Context: an optimization exercise on an open-source flow, tuned for small area. The choices shown serve that exercise and are no tape-out recipe.
Function was checked by simulation only, so behaviour that the tests miss may differ from the original.
The clock port is modelled as an ideal driver, which makes a skipped or thinned clock tree look cheaper than it is; a real chip needs a root buffer or a tree.
Power and IR drop assume default switching activity.

== main ==
==> flow/design.v (excerpt) <==
module cla64_reg(
	input	wire		clk,
	input	wire	[63:0]	A,
	input	wire	[63:0]	B,
	input	wire		Cin,
	output	reg	[63:0]	S,
	output	reg		Cout
);
	wire	[64:0]	sum;
	reg	[64:0]	sum_r;
Carry_Look_Ahead_64bit u_add(.A(A), .B(B), .Cin(Cin), .S(sum[63:0]), .Cout(sum[64]));
always @(posedge clk) begin
	sum_r <= sum;
	{Cout, S} <= sum_r;
end
endmodule
For scale: roughly 480 cells after synthesis, ~130 flip-flops, roughly 200 I/O pins, about 5000 um2 of cells after synthesis.
==> flow/config.mk <==
export PLATFORM = sky130hd
export DESIGN_NAME = cla64_reg
export DESIGN_NICKNAME = cla64_reg
export VERILOG_FILES = /design/flow/design.v
export SDC_FILE = /design/flow/constraint.sdc
export NUM_CORES = 4
export LEC_CHECK = 0
export ABC_CLOCK_PERIOD_IN_PS = 3000
export CAP_MARGIN = 20
export CORE_MARGIN = 2
export CORE_UTILIZATION = 60
export GPL_TIMING_DRIVEN = 0
export PLACE_DENSITY = 0.8
export SLEW_MARGIN = 20
export SYNTH_HIERARCHICAL = 1
export SYNTH_MINIMUM_KEEP_SIZE = 0
==> flow/constraint.sdc <==
create_clock -name core_clock -period 3.0 [get_ports {clk}]
set_input_delay 0.6000 -clock core_clock [delete_from_list [all_inputs] [get_ports {clk}]]
set_output_delay 0.6000 -clock core_clock [all_outputs]
set_load 0.01 [all_outputs]
standard.sh (not shown) runs the stock make flow with config.mk's settings and CLKGATE_MAP_FILE= SYNTH_SCRIPT=/design/flow/synth_recipe.tcl, a recipe that flattens the netlist after the stock synthesis.
==> flow/flow/run.sh <==
#!/bin/bash
# Standard ORFS layout (the standard.sh) with changes that only affect
# how the layout is built:
#  - after floorplanning, every combinational cell is swapped for the
#    smallest cell of its family (downsize.tcl); the flow's timing repair
#    then sizes up only the cells that need it,
#  - port buffers use the smallest buffer cell,
#  - the clock tree is a balanced two-level tree of small clock buffers
#    (mycts.tcl, through ORFS's PRE_CTS_TCL hook) instead of TritonCTS's,
#  - after global routing, cells on paths with slack are downsized
#    (ORFS's power recovery step).
set -euo pipefail
here=$(pwd)
export BUFFER_PORTS_ARGS="-buffer_cell sky130_fd_sc_hd__buf_1"
export PRE_CTS_TCL=$here/flow/cts_hook.tcl
export MYCTS_DIR=$here/flow
export MYCTS_NX=3 MYCTS_NY=4
export MYCTS_LEAF=sky130_fd_sc_hd__clkbuf_4 MYCTS_ROOT=sky130_fd_sc_hd__clkbuf_4
export RECOVER_POWER=100
bash standard.sh floorplan > flow_make_floorplan.log 2>&1
res=$here/orfs/results/$FLOW_PLATFORM/cla64_reg/base
cp $res/2_floorplan.odb $res/2_floorplan_synth_sizes.odb
ODB_IN=$res/2_floorplan_synth_sizes.odb ODB_OUT=$res/2_floorplan.odb \
  openroad -no_init -exit flow/downsize.tcl > downsize.log 2>&1
bash standard.sh > flow_make.log 2>&1
Other scripts of this flow, unchanged in this note and not shown: flow/flow/cts_hook.tcl, flow/flow/downsize.tcl, flow/flow/mycts.tcl
main reached the final stage; the timing, design-rule and antenna checks on its layout passed.
--- input diff main..the feature branch ---
# main
export LEC_CHECK = 0
export ABC_CLOCK_PERIOD_IN_PS = 3000
export CAP_MARGIN = 20
export CORE_MARGIN = 2
export CORE_UTILIZATION = 60
export GPL_TIMING_DRIVEN = 0
export PLACE_DENSITY = 0.8
export SLEW_MARGIN = 20
export SYNTH_HIERARCHICAL = 1
export SYNTH_MINIMUM_KEEP_SIZE = 0
create_clock -name core_clock -period 3.0 [get_ports {clk}]
# the feature branch
export LEC_CHECK = 0
export ABC_CLOCK_PERIOD_IN_PS = 3000
export CAP_MARGIN = 20
export CORE_MARGIN = 2
export CORE_UTILIZATION = 66
export GPL_TIMING_DRIVEN = 0
export SLEW_MARGIN = 20
export SYNTH_HIERARCHICAL = 1
export SYNTH_MINIMUM_KEEP_SIZE = 0
create_clock -name core_clock -period 3.0 [get_ports {clk}]
Findings:
- The feature branch ended up with sum_r[56]$_DFF_P_ as its endpoint of the worst setup timing path; main ended up with sum_r[62]$_DFF_P_.
- Compared main against the feature branch; sequential share of layout area within noise.
- Against main, the feature branch reports a number of standard cells in the layout, taps in and fillers out that is lower.
- The feature branch: detailed-routed wire length on met2 is about 1.4% higher than what main reported.
- Post-detailed-routing wire length delta (the feature branch -> main): insignificant
- Diff main -> the feature branch | final hold slack | increase of 6.8 ps
- In the flow results for the feature branch and main, the routed length on met3 is smaller on main.
- In the flow results for the feature branch and main, the net switching power of the design is smaller on the feature branch.
- The feature branch and main ended up with nearly the same placed standard-cell area.
- Looking at the feature branch and main, the clock slew seen by the registers of the worst setup and hold paths is a wash.
In every run of this note, the design's own scripts or RTL, not TritonCTS, make the clock network.

== run A ==
Starting RTL as in the previous note.
## cla64_reg
module cla64_reg(
	input	wire		clk,
	input	wire	[63:0]	A,
	input	wire	[63:0]	B,
	input	wire		Cin,
	output	reg	[63:0]	S,
	output	reg		Cout
);
clock: 3.0 ns
lec_check: 0
abc_clock_period_in_ps: 3000
cap_margin: 20
core_margin: 2
core_utilization: 60
gpl_timing_driven: 0
slew_margin: 20
synth_hierarchical: 1
synth_minimum_keep_size: 0
==> flow/flow/run.sh <==
#!/bin/bash
# Standard ORFS layout (the standard.sh) with changes that only affect
# how the layout is built:
#  - after floorplanning, every combinational cell is swapped for the
#    smallest cell of its family (downsize.tcl); the flow's timing repair
#    then sizes up only the cells that need it,
#  - port buffers use the smallest buffer cell,
#  - the clock tree uses small clock buffers and no dummy loads,
#  - after global routing, cells on paths with slack are downsized
#    (ORFS's power recovery step).
set -euo pipefail
export BUFFER_PORTS_ARGS="-buffer_cell sky130_fd_sc_hd__buf_1"
export CTS_ARGS="-sink_clustering_enable -repair_clock_nets -buf_list {sky130_fd_sc_hd__clkbuf_2 sky130_fd_sc_hd__clkbuf_4 sky130_fd_sc_hd__clkbuf_8} -dont_use_dummy_load"
export RECOVER_POWER=100
here=$(pwd)
bash standard.sh floorplan > flow_make_floorplan.log 2>&1
res=$here/orfs/results/$FLOW_PLATFORM/cla64_reg/base
cp $res/2_floorplan.odb $res/2_floorplan_synth_sizes.odb
ODB_IN=$res/2_floorplan_synth_sizes.odb ODB_OUT=$res/2_floorplan.odb \
  openroad -no_init -exit flow/downsize.tcl > downsize.log 2>&1
bash standard.sh > flow_make.log 2>&1
==> flow/flow/downsize.tcl <==
# Swap every combinational cell of the synthesized netlist for the smallest
# cell of its family (same function, lower drive strength), so that later
# timing repair sizes up only the cells that need it.
# usage: openroad -exit downsize.tcl   (env ODB_IN, ODB_OUT)
read_db $::env(ODB_IN)
set db [ord::get_db]
set block [ord::get_db_block]
array set best {}
foreach lib [$db getLibs] {
  foreach m [$lib getMasters] {
    set n [$m getName]
    if {![regexp {^(sky130_fd_sc_hd__[a-z0-9]+)_([0-9]+)$} $n -> base drive]} { continue }
    set a [expr {[$m getWidth] * [$m getHeight]}]
    if {![info exists best($base)] || $a < [lindex $best($base) 1]} {
      set best($base) [list $m $a]
    }
  }
}
set n 0
foreach inst [$block getInsts] {
  set m [$inst getMaster]
  set name [$m getName]
  if {![regexp {^(sky130_fd_sc_hd__[a-z0-9]+)_([0-9]+)$} $name -> base drive]} { continue }
  if {[string match "*df*" $base] || [string match "*clk*" $base] || [string match "*tap*" $base]} { continue }
  set a [expr {[$m getWidth] * [$m getHeight]}]
  set b $best($base)
  if {[lindex $b 1] < $a} {
    $inst swapMaster [lindex $b 0]
    incr n
  }
}
puts "downsize: swapped $n instances"
write_db $::env(ODB_OUT)
Run A closes out successfully: all stages finished, all timing, DRC and antenna checks passed.
Edits applied to the flow inputs when going from run A to run B:
diff --git a/flow/flow/run.sh b/flow/flow/run.sh
--- a/flow/flow/run.sh
+++ b/flow/flow/run.sh
@@ -13 +13 @@
-export CTS_ARGS="-sink_clustering_enable -repair_clock_nets -buf_list {sky130_fd_sc_hd__clkbuf_2 sky130_fd_sc_hd__clkbuf_4 sky130_fd_sc_hd__clkbuf_8} -dont_use_dummy_load"
+export CTS_ARGS="-sink_clustering_enable -repair_clock_nets -buf_list sky130_fd_sc_hd__clkbuf_4 -dont_use_dummy_load"
Results
No stage failed in run B, and the final checks on the layout all came back clean. In the metrics for run B and run A, the one carrying the higher non-clock buffer count is run A. | global-route usage | lower: run B |. Post-route fraction of the period consumed by the critical path: higher on run A. Run B vs. run A: worst clock skew +0.011 ns, synthesis-to-layout area growth lost 2.9 points, DRC violation total after the first TritonRoute iteration -3, combinational power now smaller. Run A -> run B: internal cell power decreased by a little under 10%. Layout filler cell count (run B over run A): increase, 30. Post-layout instance count excluding filler cells: run B vs run A down 4.
Here is what was changed in the inputs of run C compared with run B.
diff --git a/flow/flow/run.sh b/flow/flow/run.sh
--- a/flow/flow/run.sh
+++ b/flow/flow/run.sh
@@ -13 +13 @@
-export CTS_ARGS="-sink_clustering_enable -repair_clock_nets -buf_list sky130_fd_sc_hd__clkbuf_4 -dont_use_dummy_load"
+export CTS_ARGS="-sink_clustering_enable -repair_clock_nets -buf_list sky130_fd_sc_hd__clkbuf_16 -sink_clustering_size 60 -sink_clustering_max_diameter 300 -dont_use_dummy_load"
Findings:
Run C consumes more power than run B does. Run B and run C ended up with nearly the same core area. When the final numbers for run B and run C were put side by side, the relative slew slack turned out to be smaller in run C. The clock share of power in run C sits 14 points above the value recorded for run B.
Setup changes, run C to run D
Settings: swapping 60 for 80 in CORE_UTILIZATION.
diff --git a/flow/flow/run.sh b/flow/flow/run.sh
--- a/flow/flow/run.sh
+++ b/flow/flow/run.sh
@@ -13 +13 @@
-export CTS_ARGS="-sink_clustering_enable -repair_clock_nets -buf_list sky130_fd_sc_hd__clkbuf_16 -sink_clustering_size 60 -sink_clustering_max_diameter 300 -dont_use_dummy_load"
+export CTS_ARGS="-sink_clustering_enable -repair_clock_nets -buf_list sky130_fd_sc_hd__clkbuf_4 -dont_use_dummy_load"
Findings:
- Simple-gate share of the synthesized area came out exactly the same in run D and run C.
- Run D never completed, since it errored out during 5_1_grt.
- As far as compound-gate portion of the synthesized area goes, run D and run C are indistinguishable; the numbers are identical.
- Run D vs run C: weighted congestion reported at the end of routability-driven placement up by more than 10%
- Run D against run C: number of distinct library cells after synthesis shows no meaningful change, area after detailed placement shows a reduction of about 0.7%, width of the die shows a reduction of about 13%, placed instance count shows a reduction of 30, effective utilization at floorplan shows an increase of 22 points.
- Re synthesized cell count: no difference whatsoever between run C and run D.
- On number of levels the H-tree was split into, run D and run C are basically level.
- Number of gates given a new drive strength after cts up 8 in run D wrt run C

cla64_reg again, from the RTL that the note above started with.
export LEC_CHECK = 0
export ABC_CLOCK_PERIOD_IN_PS = 3000
export CAP_MARGIN = 20
export CORE_MARGIN = 2
export CORE_UTILIZATION = 60
export GPL_TIMING_DRIVEN = 0
export SLEW_MARGIN = 20
export SYNTH_HIERARCHICAL = 1
export SYNTH_MINIMUM_KEEP_SIZE = 0
create_clock -name core_clock -period 3.0 [get_ports {clk}]
==> flow/flow/run.sh <==
#!/bin/bash
# Standard ORFS layout (the standard.sh) with three changes that only
# affect how the layout is built:
#  - port buffers use the smallest buffer cell,
#  - the clock tree uses small clock buffers and no dummy loads,
#  - after global routing, cells on paths with slack are downsized
#    (ORFS's power recovery step).
set -euo pipefail
export BUFFER_PORTS_ARGS="-buffer_cell sky130_fd_sc_hd__buf_1"
export CTS_ARGS="-sink_clustering_enable -repair_clock_nets -buf_list sky130_fd_sc_hd__clkbuf_4 -sink_clustering_size 16 -dont_use_dummy_load"
export RECOVER_POWER=100
bash standard.sh > flow_make.log 2>&1
Next try:
--- a/flow/flow/run.sh
+++ b/flow/flow/run.sh
@@ -2,2 +2,5 @@
-# Standard ORFS layout (the standard.sh) with three changes that only
-# affect how the layout is built:
+# Standard ORFS layout (the standard.sh) with changes that only affect
+# how the layout is built:
+#  - after floorplanning, every combinational cell is swapped for the
+#    smallest cell of its family (downsize.tcl); the flow's timing repair
+#    then sizes up only the cells that need it,
@@ -10 +13 @@
-export CTS_ARGS="-sink_clustering_enable -repair_clock_nets -buf_list sky130_fd_sc_hd__clkbuf_4 -sink_clustering_size 16 -dont_use_dummy_load"
+export CTS_ARGS="-sink_clustering_enable -repair_clock_nets -buf_list sky130_fd_sc_hd__clkbuf_8 -sink_clustering_size 30 -sink_clustering_max_diameter 200 -dont_use_dummy_load"
@@ -11,0 +15,6 @@
+here=$(pwd)
+bash standard.sh floorplan > flow_make_floorplan.log 2>&1
+res=$here/orfs/results/$FLOW_PLATFORM/cla64_reg/base
+cp $res/2_floorplan.odb $res/2_floorplan_synth_sizes.odb
+ODB_IN=$res/2_floorplan_synth_sizes.odb ODB_OUT=$res/2_floorplan.odb \
+  openroad -no_init -exit flow/downsize.tcl > downsize.log 2>&1
==> flow/flow/downsize.tcl (new file) <==
# Swap every combinational cell of the synthesized netlist for the smallest
# cell of its family (same function, lower drive strength), so that later
# timing repair sizes up only the cells that need it.
# usage: openroad -exit downsize.tcl   (env ODB_IN, ODB_OUT)
read_db $::env(ODB_IN)
set db [ord::get_db]
set block [ord::get_db_block]
array set best {}
foreach lib [$db getLibs] {
  foreach m [$lib getMasters] {
    set n [$m getName]
    if {![regexp {^(sky130_fd_sc_hd__[a-z0-9]+)_([0-9]+)$} $n -> base drive]} { continue }
    set a [expr {[$m getWidth] * [$m getHeight]}]
    if {![info exists best($base)] || $a < [lindex $best($base) 1]} {
      set best($base) [list $m $a]
    }
  }
}
set n 0
foreach inst [$block getInsts] {
  set m [$inst getMaster]
  set name [$m getName]
  if {![regexp {^(sky130_fd_sc_hd__[a-z0-9]+)_([0-9]+)$} $name -> base drive]} { continue }
  if {[string match "*df*" $base] || [string match "*clk*" $base] || [string match "*tap*" $base]} { continue }
  set a [expr {[$m getWidth] * [$m getHeight]}]
  set b $best($base)
  if {[lindex $b 1] < $a} {
    $inst swapMaster [lindex $b 0]
    incr n
  }
}
puts "downsize: swapped $n instances"
write_db $::env(ODB_OUT)
Combinational power went down slightly.
Hold slack barely changes.
Cell area went up slightly.
Core utilization went up by 0.51 points.
Worst setup slack degrades by 88 ps.
Sequential share of layout area went down by 0.30 points.
Next try:
==> flow/flow/run.sh (replaced) <==
#!/bin/bash
# Standard ORFS layout (the standard.sh) with three changes that only
# affect how the layout is built:
#  - port buffers use the smallest buffer cell,
#  - the clock tree uses small clock buffers and no dummy loads,
#  - after global routing, cells on paths with slack are downsized
#    (ORFS's power recovery step).
set -euo pipefail
export BUFFER_PORTS_ARGS="-buffer_cell sky130_fd_sc_hd__buf_1"
export CTS_ARGS="-sink_clustering_enable -repair_clock_nets -buf_list sky130_fd_sc_hd__clkbuf_4 -dont_use_dummy_load"
export RECOVER_POWER=100
bash standard.sh > flow_make.log 2>&1
removed: flow/flow/downsize.tcl
Effect: The changed run finished clean. Worst setup slack gains 88 ps. Final cell count shrinks slightly. Clock power falls by a quarter to a third. Wire length fell by a few percent. Core utilization came out lower by 0.51 points. Clock-buffer cell count is unchanged.

== oak ==
Another version of the RTL of cla64_reg (not shown whole).
For scale: roughly 560 cells after synthesis, about 130 flip-flops, ~0.0054 sq mm of cells after synthesis.
// cla64_reg
module cla64_reg(
	input	wire		clk,
	input	wire	[63:0]	A,
	input	wire	[63:0]	B,
	input	wire		Cin,
	output	reg	[63:0]	S,
	output	reg		Cout
);
clock: 3.0 ns
lec_check: 0
abc_area: 1
cap_margin: 20
core_margin: 2
core_utilization: 60
gpl_timing_driven: 0
slew_margin: 20
==> flow/flow/run.sh <==
#!/bin/bash
# Standard ORFS layout (the standard.sh), with the port buffers made
# from the smallest buffer, and a clock tree of small clock buffers
# without dummy loads.
set -euo pipefail
export BUFFER_PORTS_ARGS="-buffer_cell sky130_fd_sc_hd__buf_1"
export CTS_ARGS="-sink_clustering_enable -repair_clock_nets -buf_list sky130_fd_sc_hd__clkbuf_4 -dont_use_dummy_load"
bash standard.sh > flow_make.log 2>&1
### oak -> pine
==> flow/flow/run.sh <==
#!/bin/bash
# Standard ORFS layout (the standard.sh), with the port buffers made
# from the smallest buffer instead of the default choice.
set -euo pipefail
export BUFFER_PORTS_ARGS="-buffer_cell sky130_fd_sc_hd__buf_1"
bash standard.sh > flow_make.log 2>&1
--- a/flow/config.mk
+++ b/flow/config.mk
@@ -9,5 +9,4 @@
 export CAP_MARGIN = 20
 export CORE_MARGIN = 2
-export CORE_UTILIZATION = 60
-export GPL_TIMING_DRIVEN = 0
+export CORE_UTILIZATION = 40
 export SLEW_MARGIN = 20
Results
- Part of the total power dissipated in combinational logic down 5.8 points in pine wrt oak
- Met3 layer usage reported by global route: higher on oak
- In the reports for pine and oak, the larger final setup slack of the worst path belongs to pine.
- Comparing area enclosed by the die boundary for pine and oak, the bigger number came from pine.
- | register-to-register slack | pine vs oak | ≈ equal |

-- re-timing with driven ports --
The flow's constraints put no driver on any port. The routed layouts listed below were extracted and timed again, unchanged, in two steps.
Step 1 (the two cells are an assumption about what drives the block):
set clk [get_ports {clk}]
set_driving_cell -lib_cell sky130_fd_sc_hd__clkbuf_16 $clk
set_driving_cell -lib_cell sky130_fd_sc_hd__buf_2 [delete_from_list [all_inputs] $clk]
Step 2 moves the port delays by t, midway between the first and last clock arrival at a register: inputs arrive t later, outputs are due t later. That takes back most of the time a late clock gives input paths.
Three values: no drivers, after step 1, after step 2; two values: the first two.
run	t (ns)	setup slack, ns	worst setup path after step 2	latest minus earliest clock arrival (ns)	worst slew at a driven data input, ns
main	0.516	0.286 / 0.294 / -0.221	input to register	0.017 / 0.017	0.05
the feature branch	0.504	0.205 / 0.205 / -0.299	input to register	0.020 / 0.021	0.06
run A	0.436	0.171 / 0.173 / -0.263	input to register	0.025 / 0.026	0.05
run B	0.494	0.243 / 0.243 / -0.251	input to register	0.035 / 0.034	0.05
run C	0.420	0.127 / 0.141 / -0.280	input to register	0.019 / 0.019	0.05
the first run of note 3	0.495	0.259 / 0.263 / -0.233	input to register	0.040 / 0.041	0.05
the second run of note 3	0.436	0.171 / 0.173 / -0.263	input to register	0.025 / 0.026	0.05
the third run of note 3	0.495	0.259 / 0.263 / -0.233	input to register	0.040 / 0.041	0.05
oak	0.500	0.272 / 0.278 / -0.222	input to register	0.034 / 0.034	0.06
pine	0.446	0.383 / 0.399 / -0.046	input to register	0.010 / 0.011	0.05
With both steps, setup timing fails in every run listed, where it was met with ideal ports. For main, which loses most, drivers alone change the setup slack by +0.008 ns; drivers and shift together by -0.507 ns.
